From an optimization exercise on the open Yosys and OpenROAD flow, aimed at small area; shortcuts taken in it are not production practice. Function was checked by simulation only, so behaviour that the tests miss may differ from the original. No activity file was given, so power comes from the tool's default toggle rates.

## design/flow/flow/run.sh

```bash
#!/bin/bash
# The standard layout (the standard.sh, unchanged synthesis), with the
# port buffers made from the smallest buffer cell instead of the default pick,
# and one sink cluster for the clock tree.
set -euo pipefail
export BUFFER_PORTS_ARGS="-buffer_cell sky130_fd_sc_hd__buf_1"
export CTS_ARGS="-sink_clustering_enable -repair_clock_nets -buf_list sky130_fd_sc_hd__clkbuf_4 -sink_clustering_size 16 -sink_clustering_max_diameter 500"
bash standard.sh > standard.log 2>&1
```

## design/flow/standard.sh

```bash
#!/bin/bash
# synth_recipe.tcl (not shown) runs the flow's synth.tcl, then flattens the netlist and writes it again
# the make line also repeats each setting of config.mk as NAME=value (left out here)
make -C /OpenROAD-flow-scripts/flow DESIGN_CONFIG=/design/flow/config.mk WORK_HOME=/design/flow/orfs CLKGATE_MAP_FILE= SYNTH_SCRIPT=/design/flow/synth_recipe.tcl "${@:-finish}"
```

## design/flow/config.mk

```make
export PLATFORM = sky130hd
export DESIGN_NAME = ALU
export DESIGN_NICKNAME = ALU
export VERILOG_FILES = /design/flow/design.v
export SDC_FILE = /design/flow/constraint.sdc
export NUM_CORES = 4
export LEC_CHECK = 0
export CAP_MARGIN = 0
export CORE_MARGIN = 2
export CORE_UTILIZATION = 60
export CTS_BUF_LIST = sky130_fd_sc_hd__clkbuf_4
export CTS_CLUSTER_SIZE = 30
export SLEW_MARGIN = 0
export SYNTH_HIERARCHICAL = 1
export SYNTH_MINIMUM_KEEP_SIZE = 0
```

## design/flow/constraint.sdc

```tcl
create_clock -name core_clock -period 100.0 [get_ports {clk}]
set_input_delay 20.0000 -clock core_clock [delete_from_list [all_inputs] [get_ports {clk}]]
set_output_delay 20.0000 -clock core_clock [all_outputs]
set_load 0.01 [all_outputs]
```

## design/flow/design.v

```verilog
`timescale 1ns/1ns
module ALU_fa (
    input  logic x,
    input  logic y,
    input  logic ci,
    output logic s,
    output logic co
);
    assign s  = x ^ y ^ ci;
    assign co = (x & y) | (ci & (x ^ y));
endmodule
module ALU_mx (
    input  logic s,
    input  logic x,
    input  logic sel,
    input  logic nsel,
    output logic xo_n
);
    assign xo_n = ~((s | nsel) & (x | sel));
endmodule
module ALU_inv (
    input  logic a,
    output logic y
);
    assign y = ~a;
endmodule
module ALU_bs (
    input  logic b,
    input  logic nsh,
    input  logic pa,
    input  logic pb,
    output logic bs
);
    assign bs = (b & nsh) | (pa & pb);
endmodule
module ALU_yb (
    input  logic       a,
    input  logic       bs,
    input  logic [3:0] lut,
    output logic       y
);
    assign y = lut[{a, bs}];
endmodule
module ALU_nor2 (
    input  logic a,
    input  logic b,
    output logic y
);
    assign y = ~(a | b);
endmodule
module ALU_a22o (
    input  logic a1,
    input  logic a2,
    input  logic b1,
    input  logic b2,
    output logic x
);
    assign x = (a1 & a2) | (b1 & b2);
endmodule
module ALU_o21a (
    input  logic a1,
    input  logic a2,
    input  logic b1,
    output logic x
);
    assign x = (a1 | a2) & b1;
endmodule
module ALU_o21ai (
    input  logic a1,
    input  logic a2,
    input  logic b1,
    output logic y
);
    assign y = ~((a1 | a2) & b1);
endmodule
module ALU_ob (
    input  logic x,
    input  logic selx,
    input  logic q,
    input  logic selq,
    input  logic r,
    input  logic hold,
    output logic d
);
    assign d = (selx & x) | (selq & q) | (hold & r);
endmodule
module ALU_and2 (
    input  logic a,
    input  logic b,
    output logic y
);
    assign y = a & b;
endmodule
module ALU_nand2 (
    input  logic a,
    input  logic b,
    output logic y
);
    assign y = ~(a & b);
endmodule
module ALU_a21o (
    input  logic a1,
    input  logic a2,
    input  logic b1,
    output logic x
);
    assign x = (a1 & a2) | b1;
endmodule
module ALU_c_a31oi (
    input  logic A1,
    input  logic A2,
    input  logic A3,
    input  logic B1,
    output logic Y
);
    assign Y = (~A1&~B1) | (~A2&~B1) | (~A3&~B1);
endmodule
module ALU_c_and2 (
    input  logic A,
    input  logic B,
    output logic X
);
    assign X = (A&B);
endmodule
module ALU_c_and3 (
    input  logic A,
    input  logic B,
    input  logic C,
    output logic X
);
    assign X = (A&B&C);
endmodule
module ALU_c_and4 (
    input  logic A,
    input  logic B,
    input  logic C,
    input  logic D,
    output logic X
);
    assign X = (A&B&C&D);
endmodule
module ALU_c_inv (
    input  logic A,
    output logic Y
);
    assign Y = (~A);
endmodule
module ALU_c_nand2 (
    input  logic A,
    input  logic B,
    output logic Y
);
    assign Y = (~A) | (~B);
endmodule
module ALU_c_nand2b (
    input  logic A_N,
    input  logic B,
    output logic Y
);
    assign Y = (A_N) | (~B);
endmodule
module ALU_c_nand3 (
    input  logic A,
    input  logic B,
    input  logic C,
    output logic Y
);
    assign Y = (~A) | (~B) | (~C);
endmodule
module ALU_c_nor2 (
    input  logic A,
    input  logic B,
    output logic Y
);
    assign Y = (~A&~B);
endmodule
module ALU_c_o21a (
    input  logic A1,
    input  logic A2,
    input  logic B1,
    output logic X
);
    assign X = (A1&B1) | (A2&B1);
endmodule
module ALU_c_o21ai (
    input  logic A1,
    input  logic A2,
    input  logic B1,
    output logic Y
);
    assign Y = (~A1&~A2) | (~B1);
endmodule
module ALU_c_o22ai (
    input  logic A1,
    input  logic A2,
    input  logic B1,
    input  logic B2,
    output logic Y
);
    assign Y = (~B1&~B2) | (~A1&~A2);
endmodule
module ALU_c_or3 (
    input  logic A,
    input  logic B,
    input  logic C,
    output logic X
);
    assign X = (A) | (B) | (C);
endmodule
module ALU_dec(alu_op, shift_cnt, rst_n, cf_in, x0a, nsh, pa, pb, divm, mulm, cin0, lut, selx, selq, hold, ror);
  input [5:0] alu_op;
  wire [5:0] alu_op;
  input [4:0] shift_cnt;
  wire [4:0] shift_cnt;
  input rst_n;
  wire rst_n;
  input cf_in;
  wire cf_in;
  output x0a;
  wire x0a;
  output nsh;
  wire nsh;
  output [3:0] pa;
  wire [3:0] pa;
  output [3:0] pb;
  wire [3:0] pb;
  output divm;
  wire divm;
  output mulm;
  wire mulm;
  output cin0;
  wire cin0;
  output [3:0] lut;
  wire [3:0] lut;
  output selx;
  wire selx;
  output selq;
  wire selq;
  output hold;
  wire hold;
  output ror;
  wire ror;
  wire _00_;
  wire _01_;
  wire _02_;
  wire _03_;
  wire _04_;
  wire _05_;
  wire _06_;
  wire _07_;
  wire _08_;
  wire _09_;
  wire _10_;
  wire _11_;
  wire _12_;
  wire _13_;
  wire _14_;
  wire _15_;
  wire _16_;
  wire _17_;
  wire _18_;
  wire _19_;
  wire _20_;
  wire _21_;
  wire _22_;
  wire _23_;
  wire _24_;
  wire _25_;
  wire _26_;
  wire _27_;
  wire _28_;
  wire _29_;
  wire _30_;
  wire _31_;
  wire _32_;
  wire _33_;
  wire _34_;
  wire _35_;
  wire o0;
  wire o1;
  wire o2;
  wire o3;
  wire o4;
  wire o5;
  ALU_c_inv _36_ (
    .A(alu_op[1]),
    .Y(_00_)
  );
  ALU_c_or3 _37_ (
    .A(_00_),
    .B(alu_op[0]),
    .C(alu_op[4]),
    .X(_01_)
  );
  ALU_c_and2 _38_ (
    .A(alu_op[2]),
    .B(_01_),
    .X(_02_)
  );
  ALU_c_o21a _39_ (
    .A1(alu_op[3]),
    .A2(alu_op[4]),
    .B1(_02_),
    .X(divm)
  );
  ALU_c_or3 _40_ (
    .A(alu_op[2]),
    .B(alu_op[3]),
    .C(alu_op[4]),
    .X(_03_)
  );
  ALU_c_nor2 _41_ (
    .A(alu_op[1]),
    .B(alu_op[0]),
    .Y(_04_)
  );
  ALU_c_nor2 _42_ (
    .A(_03_),
    .B(_04_),
    .Y(_05_)
  );
  ALU_c_nor2 _43_ (
    .A(divm),
    .B(_05_),
    .Y(_06_)
  );
  ALU_c_nand2 _44_ (
    .A(_00_),
    .B(alu_op[4]),
    .Y(_07_)
  );
  ALU_c_and3 _45_ (
    .A(_01_),
    .B(_06_),
    .C(_07_),
    .X(lut[1])
  );
  ALU_c_inv _46_ (
    .A(alu_op[3]),
    .Y(_08_)
  );
  ALU_c_nand2 _47_ (
    .A(alu_op[1]),
    .B(alu_op[2]),
    .Y(_09_)
  );
  ALU_c_nor2 _48_ (
    .A(alu_op[1]),
    .B(alu_op[4]),
    .Y(_10_)
  );
  ALU_c_nand2 _49_ (
    .A(alu_op[0]),
    .B(_10_),
    .Y(_11_)
  );
  ALU_c_nand2 _50_ (
    .A(_01_),
    .B(_11_),
    .Y(_12_)
  );
  ALU_c_a31oi _51_ (
    .A1(_08_),
    .A2(_09_),
    .A3(_12_),
    .B1(_02_),
    .Y(_13_)
  );
  ALU_c_o22ai _52_ (
    .A1(_00_),
    .A2(alu_op[2]),
    .B1(alu_op[3]),
    .B2(alu_op[4]),
    .Y(_14_)
  );
  ALU_c_o21ai _53_ (
    .A1(alu_op[0]),
    .A2(alu_op[4]),
    .B1(_14_),
    .Y(_15_)
  );
  ALU_c_nor2 _54_ (
    .A(_05_),
    .B(_15_),
    .Y(_16_)
  );
  ALU_c_o21ai _55_ (
    .A1(_13_),
    .A2(_16_),
    .B1(_11_),
    .Y(lut[0])
  );
  ALU_c_o21ai _56_ (
    .A1(alu_op[3]),
    .A2(alu_op[4]),
    .B1(_04_),
    .Y(_17_)
  );
  ALU_c_nand2 _57_ (
    .A(_13_),
    .B(_17_),
    .Y(lut[2])
  );
  ALU_c_nor2 _58_ (
    .A(alu_op[0]),
    .B(_07_),
    .Y(_18_)
  );
  ALU_c_o21a _59_ (
    .A1(_14_),
    .A2(_18_),
    .B1(_06_),
    .X(lut[3])
  );
  ALU_c_and2 _60_ (
    .A(alu_op[1]),
    .B(alu_op[2]),
    .X(_19_)
  );
  ALU_c_nor2 _61_ (
    .A(_08_),
    .B(alu_op[4]),
    .Y(_20_)
  );
  ALU_c_a31oi _62_ (
    .A1(_02_),
    .A2(_19_),
    .A3(_20_),
    .B1(shift_cnt[4]),
    .Y(_21_)
  );
  ALU_c_nand2 _63_ (
    .A(shift_cnt[2]),
    .B(_21_),
    .Y(_22_)
  );
  ALU_c_nor2 _64_ (
    .A(shift_cnt[3]),
    .B(_22_),
    .Y(pb[1])
  );
  ALU_c_and2 _65_ (
    .A(_09_),
    .B(_16_),
    .X(mulm)
  );
  ALU_c_o21a _66_ (
    .A1(_02_),
    .A2(mulm),
    .B1(_20_),
    .X(_23_)
  );
  ALU_c_and4 _67_ (
    .A(shift_cnt[0]),
    .B(shift_cnt[1]),
    .C(_09_),
    .D(_23_),
    .X(pa[3])
  );
  ALU_c_inv _68_ (
    .A(_23_),
    .Y(nsh)
  );
  ALU_c_or3 _69_ (
    .A(shift_cnt[0]),
    .B(_19_),
    .C(nsh),
    .X(_24_)
  );
  ALU_c_nand2 _70_ (
    .A(_23_),
    .B(_24_),
    .Y(_25_)
  );
  ALU_c_nor2 _71_ (
    .A(pa[3]),
    .B(_25_),
    .Y(pa[1])
  );
  ALU_c_nand2 _72_ (
    .A(_19_),
    .B(_23_),
    .Y(_26_)
  );
  ALU_c_or3 _73_ (
    .A(shift_cnt[4]),
    .B(shift_cnt[2]),
    .C(shift_cnt[3]),
    .X(_27_)
  );
  ALU_c_nand2 _74_ (
    .A(_26_),
    .B(_27_),
    .Y(pb[0])
  );
  ALU_c_nand2b _75_ (
    .A_N(alu_op[5]),
    .B(rst_n),
    .Y(_28_)
  );
  ALU_c_o21ai _76_ (
    .A1(alu_op[3]),
    .A2(_19_),
    .B1(alu_op[4]),
    .Y(_29_)
  );
  ALU_c_nand2b _77_ (
    .A_N(_28_),
    .B(_29_),
    .Y(hold)
  );
  ALU_c_nor2 _78_ (
    .A(_26_),
    .B(_28_),
    .Y(ror)
  );
  ALU_c_nor2 _79_ (
    .A(shift_cnt[1]),
    .B(_24_),
    .Y(pa[0])
  );
  ALU_c_nand2 _80_ (
    .A(shift_cnt[4]),
    .B(_10_),
    .Y(_30_)
  );
  ALU_c_nand2 _81_ (
    .A(divm),
    .B(_30_),
    .Y(_31_)
  );
  ALU_c_nor2 _82_ (
    .A(hold),
    .B(_31_),
    .Y(selq)
  );
  ALU_c_nand2 _83_ (
    .A(shift_cnt[3]),
    .B(_21_),
    .Y(_32_)
  );
  ALU_c_nor2 _84_ (
    .A(shift_cnt[2]),
    .B(_32_),
    .Y(pb[2])
  );
  ALU_c_nand2 _85_ (
    .A(cf_in),
    .B(_18_),
    .Y(_33_)
  );
  ALU_c_nand2 _86_ (
    .A(_06_),
    .B(_33_),
    .Y(cin0)
  );
  ALU_c_o21ai _87_ (
    .A1(_04_),
    .A2(_20_),
    .B1(alu_op[2]),
    .Y(_34_)
  );
  ALU_c_nand3 _88_ (
    .A(_03_),
    .B(_07_),
    .C(_34_),
    .Y(x0a)
  );
  ALU_c_nor2 _89_ (
    .A(divm),
    .B(hold),
    .Y(selx)
  );
  ALU_c_and3 _90_ (
    .A(shift_cnt[2]),
    .B(shift_cnt[3]),
    .C(_21_),
    .X(pb[3])
  );
  ALU_c_inv _91_ (
    .A(shift_cnt[1]),
    .Y(_35_)
  );
  ALU_c_nor2 _92_ (
    .A(_35_),
    .B(_24_),
    .Y(pa[2])
  );
  assign o5 = alu_op[5];
  assign o4 = alu_op[4];
  assign o3 = alu_op[3];
  assign o2 = alu_op[2];
  assign o1 = alu_op[1];
  assign o0 = alu_op[0];
endmodule
module ALU (
    input  logic clk,
    input  logic rst_n,
    input  logic [5:0] alu_op,
    input  logic word,
    input  logic [15:0] a,
    input  logic [15:0] b,
    input  logic cf_in,
    input  logic [4:0] shift_cnt,
    output logic [15:0] result
);
    genvar k;
    logic       x0a, nsh, divm, mulm, cin0, selx, selq, hold, ror;
    logic [3:0] pa, pb, lut;
    ALU_dec u_dec (
        .alu_op(alu_op), .shift_cnt(shift_cnt), .rst_n(rst_n), .cf_in(cf_in),
        .x0a(x0a), .nsh(nsh), .pa(pa), .pb(pb), .divm(divm), .mulm(mulm),
        .cin0(cin0), .lut(lut), .selx(selx), .selq(selq),
        .hold(hold), .ror(ror)
    );
    logic [15:0] bs, y, yn;
    generate
        for (k = 0; k < 16; k++) begin : g_y
            ALU_bs  u_bs (.b(b[k]), .nsh(nsh), .pa(pa[k % 4]), .pb(pb[k / 4]), .bs(bs[k]));
            ALU_yb  u_yb (.a(a[k]), .bs(bs[k]), .lut(lut), .y(y[k]));
            ALU_inv u_yn (.a(y[k]), .y(yn[k]));
        end
    endgenerate
    logic [16:0] hz;           
    assign hz[0] = divm;
    logic [15:0] x0;
    generate
        for (k = 0; k < 16; k++) begin : g_x0
            if (((15 - k) & 1) == 1) begin : g_n
                ALU_nand2 u_x0 (.a(a[k]), .b(x0a), .y(x0[k]));
            end else begin : g_p
                ALU_and2 u_x0 (.a(a[k]), .b(x0a), .y(x0[k]));
            end
        end
    endgenerate
    logic [15:0] xo [0:15];    
    logic [15:0] q;
    generate
        for (k = 15; k >= 0; k--) begin : g_row
            localparam int W = 16 - k;
            localparam logic P = 1'((15 - k) & 1);
            logic [W-1:0] xi, yi;
            logic [W:0]   c;
            logic         sel, nsel;
            if (k == 15) begin : g_first
                assign xi = x0[15];
            end else begin : g_next
                assign xi = {xo[k+1][15:k+1], x0[k]};
            end
            assign yi   = P ? yn[W-1:0] : y[W-1:0];
            if (k == 0) begin : g_c0
                assign c[0] = ~cin0;
            end else if (P) begin : g_cn
                assign c[0] = hz[1];
            end else begin : g_cp
                assign c[0] = divm;
            end
            if (P) begin : g_ctl_n
                logic nma;
                if (k == 0) begin : g_h0
                    ALU_inv u_hz (.a(divm), .y(hz[k+1]));
                end else begin : g_h
                    ALU_nand2 u_hz (.a(hz[k]), .b(y[16-k]), .y(hz[k+1]));
                end
                ALU_nand2 u_ma (.a(mulm), .b(a[k]), .y(nma));
                if (k == 0) begin : g_s0
                    ALU_a22o u_s (.a1(divm), .a2(c[W]), .b1(mulm), .b2(nma), .x(nsel));
                    ALU_inv u_sel (.a(nsel), .y(sel));
                end else begin : g_s
                    ALU_o21ai u_s (.a1(c[W]), .a2(hz[k+1]), .b1(nma), .y(sel));
                    ALU_inv u_nsel (.a(sel), .y(nsel));
                end
            end else begin : g_ctl_p
                ALU_nor2 u_hz (.a(hz[k]), .b(yn[16-k]), .y(hz[k+1]));
                ALU_a22o u_s (.a1(mulm), .a2(a[k]), .b1(c[W]), .b2(hz[k+1]), .x(sel));
                ALU_inv u_nsel (.a(sel), .y(nsel));
            end
            assign q[k] = sel;
            for (genvar j = 0; j < W; j++) begin : g_bit
                logic s;
                ALU_fa u_fa (.x(xi[j]), .y(yi[j]), .ci(c[j]), .s(s), .co(c[j+1]));
                ALU_mx u_mx (.s(s), .x(xi[j]), .sel(sel), .nsel(nsel), .xo_n(xo[k][k+j]));
            end
            if (k > 0) begin : g_lo
                assign xo[k][k-1:0] = '0;
            end
        end
    endgenerate
    logic [15:0] d;
    generate
        for (k = 0; k < 16; k++) begin : g_ob
            logic dk;
            ALU_ob u_ob (
                .x(xo[0][k]), .selx(selx), .q(q[k]), .selq(selq),
                .r(result[k]), .hold(hold), .d(dk)
            );
            if (k == 15) begin : g_ror
                ALU_a21o u_e (.a1(ror), .a2(a[0]), .b1(dk), .x(d[k]));
            end else begin : g_plain
                assign d[k] = dk;
            end
        end
    endgenerate
    always_ff @(posedge clk)
        result <= d;
endmodule
```

==> results.cfg, run 1 <==
[pwr]
p_seq_frac = 0.096
power_density_nw_per_um2 = 20.1
p_leak_nw = 2.08
internal-power_uw = 51.8
power_frac_clock = 0.033
switching_share = 0.549
switching_power_uw = 63.1
vdd_ir_drop_max_uv = 7.88
p_comb_frac = 0.871

[worst_setup_path]
crit_arrival_ns = 86.05
cp.depth = 192
crit_start = alu_op[1]
path_class = in -> reg
cp-start-kind = input pin
worst-path-buf-inv = 15
critPathMaxStageDelay_ns = 0.74
path_max_fanout = 18
cpMaxStageDelayCell = o21ai_1
ff2ff_path_depth = 3
crit_family = adder cells
crit_path_end_kind = register
path_common_cell = fa_1
crit-reg2reg-launch = result[15]
required_ns = 100.20

[drt]
viasPerCell = 7.08
drt-pass1-iter-count = 7
post_drt_wl_per_cell_um = 23.5
post-route-drc-count = 0
drt-initial-drc-count = 411
antenna_left = 0
wirelength_mm = 15.9
num_vias = 4794

[min_path]
holdCritStartpoint = result[3]
hp-class = reg -> reg
hold_depth = 2

[sta]
finalMaxSlewViolations = 0
final.setup.tns_ns = 0
tightestPinTransition_ns = 1.24
post-route-period-util = 0.858
slew_headroom = 0.172
fin_skew_ns = 0
setup_viol = 0
hold_slack_ns = 0.489
rsz0062_at_grt = false
fmax_mhz = 11.6
layout_min_cycle_time_ns = 85.84
hold_viol_final = 0

[grt]
antenna_found_initial = 0
grt.total_usage = 0.349
overflow = 0
grt_max_degree = 19
grt_pass1_wl_mm = 25.9
grt_pass1_vias = 4870

[yosys]
synth.avg_cell_area_um2 = 10.6
syn_inst = 499
ys_ff_latch = 16
syn_nets = 682
ys_types = 19
seq_area_frac_synth = 0.0604
yosysWarnings = 9
synth_area_um2 = 5300

[final_layout]
final_area_um2 = 5730
reg.largest.list = result (16)
area_growth_pct = 8.07
antenna_cells_inserted = 0
most-common-layout-cells = o22ai_1 (137), fa_1 (136), buf_1 (61)
fin_nets = 753
finalNonFillerCells = 677
final_util = 0.664
largest-register = result
largest_reg_flops = 16
final_common_cell = o22ai_1
drive_above_1_share = 0.0422

[die]
core_um2 = 8640
die_w_um = 98.0
ioPinCount = 63
start_util = 0.614
die_h_um = 98.0
fp.dieArea_um2 = 9610
rows = 34

[placed_design]
gp_congestion = 0.932
place_hpwl_mm = 12.6
io_buffers = 61
dp_cells = 673
dpl_cell_area_um2 = 5700

[cts]
cts_hold_buf = 0
clock_path_buffers = 2
post_cts_buffers = 0
cts_resized = 0
htreeDepth = 1
path_clk_slew_ns = 0.10
tritoncts = built
clock_latency_ns = 0.29
clockRootBuffer = clkbuf_4
cts.sinks = 16
numCtsBuffers = 3

[status]
status = complete, no violations

[run]
drv_cap = 0
## layout make-up
cell class / count / area [µm²]
tap: 108 / 135
timing repair buffer: 66 / 267
inverter: 54 / 203
sequential: 16 / 320
multi-input combinational: 429 / 4780
clock inverter: 1 / 3.75
clock buffer: 3 / 22.5
fill: 710 / 2910
## power groups by stage
stage	clock [mW]	sequential, mW	combinational [mW]
after floorplan	0	0.0123	0.0732
after global placement	0	0.0111	0.0931
after detailed placement	0	0.0112	0.0986
after CTS	0.00380	0.0110	0.0988
after global routing	0.00397	0.0114	0.114
final	0.00379	0.0110	0.100
## cell families after synthesis
group / after synthesis / share of synthesized area
AOI/OAI and AO/OA: 196 / 0.252
adders and majority gates: 136 / 0.513
muxes: 16 / 0.0680
buffers and inverters: 54 / 0.0382
and+or+nand+nor: 81 / 0.0675
DFF: 16 / 0.0604
## tightest hold or removal path, cell delays in order (launching register included)
cell and delay [ns]:
dfxtp_1 0.34, a222oi_1 0.08, inv_1 0.05
## worst paths after layout
kind | end | slack [ns]
setup / recovery | result[15] | 14.16
hold / removal | result[3] | 0.49
setup reg to reg | result[15] | 99.10
hold reg to reg | result[3] | 0.49
## per-stage QoR
step | total power [mW] | setup WS, ns
global placement | 0.104 | 15.11
detailed placement | 0.110 | 14.31
finish | 0.115 | 14.16
floorplan | 0.0856 | 19.98
CTS | 0.114 | 14.61
global route | 0.130 | 11.30
## cell usage after synthesis
master,n,area (µm²)
a21o_1,1,7.51
a222oi_1,16,160
a22o_1,25,219
a31oi_1,2,12.5
and2_1,11,68.8
and3_1,2,12.5
and4_1,1,8.76
dfxtp_1,16,320
fa_1,136,2720
inv_1,54,203
mux4_2,16,360
nand2_1,37,139
nand2b_1,2,12.5
nand3_1,1,5.00
nor2_1,23,86.3
o21a_1,3,22.5
o21ai_1,12,60.1
o22ai_1,137,857
or3_1,4,25.0
## Yosys stat by module (local to each module, per instance), a selection
module | flip-flops and latches | cell area (µm²) | cells inside | times used
ALU_c_inv | 0 | 3.75 | 1 | 4
ALU_c_and3 | 0 | 6.26 | 1 | 2
ALU_a22o | 0 | 8.76 | 1 | 9
ALU_c_nand2 | 0 | 3.75 | 1 | 14
ALU_c_o21a | 0 | 7.51 | 1 | 3
ALU_c_and2 | 0 | 6.26 | 1 | 3
ALU | 16 | 324 | 17 | 1
ALU_bs | 0 | 8.76 | 1 | 16
ALU_a21o | 0 | 7.51 | 1 | 1
ALU_mx | 0 | 6.26 | 1 | 136
ALU_c_nor2 | 0 | 3.75 | 1 | 15
ALU_c_o21ai | 0 | 5.00 | 1 | 5
ALU_c_or3 | 0 | 6.26 | 1 | 4
ALU_c_a31oi | 0 | 6.26 | 1 | 2
ALU_o21ai | 0 | 5.00 | 1 | 7
ALU_c_and4 | 0 | 8.76 | 1 | 1
## per-layer routing
layer | global-route usage | share of wire | vias up
met5 | 0 | 0 | -
met4 | 0.0940 | 0.025 | 0
met3 | 0.0637 | 0.099 | 31
met2 | 0.557 | 0.48 | 261
li1 | - | - | 2066
met1 | 0.501 | 0.39 | 2436
==> run 2, diff against run 1 <==
==> design/flow/flow/run.sh (replaced) <==
#!/bin/bash
# The standard layout (the standard.sh, unchanged synthesis), with the
# port buffers made from the smallest buffer cell instead of the default pick.
set -euo pipefail
export BUFFER_PORTS_ARGS="-buffer_cell sky130_fd_sc_hd__buf_1"
bash standard.sh > standard.log 2>&1
==> run 2 against run 1 <==
  * Worst setup slack unchanged
  * Die area stayed put
  * Hold slack unchanged
  * Fmax did not move
  * Power stayed put
  * Routed wire length did not move
  * Count of clock-buffer cells in the layout did not move
  * Critical path type unchanged
  * Critical endpoint unchanged
==> results.cfg, run 2 <==
[yosys]
seq_area_frac_synth = 0.0604
synth.avg_cell_area_um2 = 10.6
ys.flop_type = dfxtp_1
ys_top_cells_by_count = o22ai_1 (137), fa_1 (136), inv_1 (54), nand2_1 (37), a22o_1 (25)
ys_types = 19
synth.most_common_cell = o22ai_1
synth_area_um2 = 5300
synth_edf_count = 0
syn_inst = 499
yosysWarnings = 9
yosys.area.top_type = fa_1
yosysTopAreaCellShare = 0.513
syn_nets = 682
ys_ff_latch = 16
synthArstFlopShare = 0
synth_area_leaders = fa_1 (51%), o22ai_1 (16%), mux4_2 (6.8%)

[worst_setup_path]
crit_start = alu_op[1]
crit_family = adder cells
cp-start-kind = input pin
critPathMaxStageDelay_ns = 0.74
worst-path-buf-inv = 15
path_common_cell = fa_1
crit_arrival_ns = 86.05
cpMaxStageDelayCell = o21ai_1
path_class = in -> reg
required_ns = 100.20
crit-reg2reg-launch = result[15]
rrSetupSlack_ns = 99.10
crit_path_end_kind = register
path_max_fanout = 18

[sta]
fin_skew_ns = 0
setup_viol = 0
final.setup.tns_ns = 0
hold_viol_final = 0
slew_headroom = 0.172
fin_ws_ns = 14.16
tightestPinTransition_ns = 1.24
post-route-period-util = 0.858
finalMaxSlewViolations = 0
layout_min_cycle_time_ns = 85.84
rsz0062_at_grt = false
fmax_mhz = 11.6

[placed_design]
gp_congestion = 0.932
dpl_cell_area_um2 = 5700
place_ws_ns = 14.31
io_buffers = 61
place_hpwl_mm = 12.6

[die]
ioPinCount = 63
die_w_um = 98.0
rows = 34
core_um2 = 8640
fp.dieArea_um2 = 9610
start_util = 0.614
die_h_um = 98.0

[drt]
viasPerCell = 7.08
wirelength_mm = 15.9
drt-initial-drc-count = 411
post-route-drc-count = 0
antenna_left = 0
num_vias = 4794
post_drt_wl_per_cell_um = 23.5
drt-pass1-iter-count = 7

[final_layout]
most-common-layout-cells = o22ai_1 (137), fa_1 (136), buf_1 (61)
final_common_cell = o22ai_1
antenna_cells_inserted = 0
largest_reg_flops = 16
fin_nets = 753
area_growth_pct = 8.07
drive_above_1_share = 0.0422
largest-register = result
reg.largest.list = result (16)
final_area_um2 = 5730

[min_path]
hp-class = reg -> reg
holdCritStartpoint = result[3]

[cts]
tritoncts = built
cts.sinks = 16
clockRootBuffer = clkbuf_4
numCtsBuffers = 3
clock_path_buffers = 2
clock_latency_ns = 0.29
post_cts_buffers = 0
htreeDepth = 1
cts_hold_buf = 0
path_clk_slew_ns = 0.10
cts_resized = 0

[grt]
overflow = 0
grt_max_degree = 19
grt_pass1_vias = 4870
antenna_found_initial = 0
grt.total_usage = 0.349
grt_pass1_wl_mm = 25.9

[pwr]
power_density_nw_per_um2 = 20.1
vdd_ir_drop_max_uv = 7.88
power_uw = 115
p_leak_nw = 2.08

[run]
drv_cap = 0

[status]
status = complete, no violations
run 2: worst reg2reg max path: cells and delay by family (launching register included):
family                 cells  cell delay [ns]
AO/OA/AOI/OAI              2             0.41
buffers and inverters      1             0.07
flip-flops                 1             0.32
run 2: stage by stage:
step	hold WS [ns]	std cells	util
3_5_place_dp	0.471	673	0.661
5_1_grt	0.503	677	0.664
6_report	0.489	677	0.664
4_1_cts	0.495	677	0.664
2_1_floorplan	0.526	499	-
3_3_place_gp	0.459	673	0.661
run 2: power by group:
part / switching (mW) / internal (mW) / leakage [nW]
sequential: 0.00165 / 0.00938 / 0.133
clock: 0.00234 / 0.00146 / 0.0154
combinational: 0.0591 / 0.0410 / 1.93
total: 0.0631 / 0.0518 / 2.08
run 2: worst paths after layout:
path	endpoint	cells after the start
min	result[3]	2
min reg2reg	result[3]	2
max	result[15]	192
max reg2reg	result[15]	3
run 2: cell families after synthesis:
family          synth area share
mux                       0.0680
simple gates              0.0675
compound gates             0.252
flops                     0.0604
fa+ha+maj                  0.513
buf+inv                   0.0382
run 2: area by class of cell:
type | instances | area, µm²
clock buffer | 3 | 22.5
multi-input combinational | 429 | 4780
inverter | 54 | 203
tap | 108 | 135
sequential | 16 | 320
timing repair buffer | 66 | 267
clock inverter | 1 | 3.75
fill | 710 | 2910
run 2: metal layers:
metal | share of wire | routed length (µm) | vias up | GRT usage
met5 | 0 | 0 | - | 0
met4 | 0.025 | 393 | 0 | 0.0940
met3 | 0.099 | 1570 | 31 | 0.0637
met2 | 0.48 | 7690 | 261 | 0.557
met1 | 0.39 | 6260 | 2436 | 0.501
li1 | - | - | 2066 | -
run 2: per-module statistics from Yosys (local to each module, per instance), excerpt:
module	flops+latches	cells inside
ALU_fa	0	1
ALU_ob	0	2
ALU_a22o	0	1
ALU_c_nand2b	0	1
ALU_c_o22ai	0	1
ALU_c_or3	0	1
ALU_c_and3	0	1
ALU_mx	0	1
ALU_c_o21ai	0	1
ALU_c_nand3	0	1
ALU_c_nor2	0	1
ALU_nor2	0	1
ALU_nand2	0	1

## static timing again, ports no longer ideal
Ports are ideal in the flow. The routed layouts listed here were re-timed in OpenROAD. Step 1 sets driving cells, clkbuf_16 on the clock port and buf_2 on the other inputs (assumed; they add their load-dependent delay and slew). Step 2 also shifts input and output timing later by t, the mid clock arrival at the registers, as if the neighbouring blocks saw the same clock. Slacks: no drivers / after step 1 / after step 2; pairs: no drivers / after step 1.
run	shift t [ns]	slack for setup (ns)	slew at the worst register clock pin (ns)
run 1	0.321	14.155 / 14.152 / 13.831	0.11 / 0.11
run 2	0.321	14.155 / 14.152 / 13.831	0.11 / 0.11
After both steps every run listed still meets setup and hold.
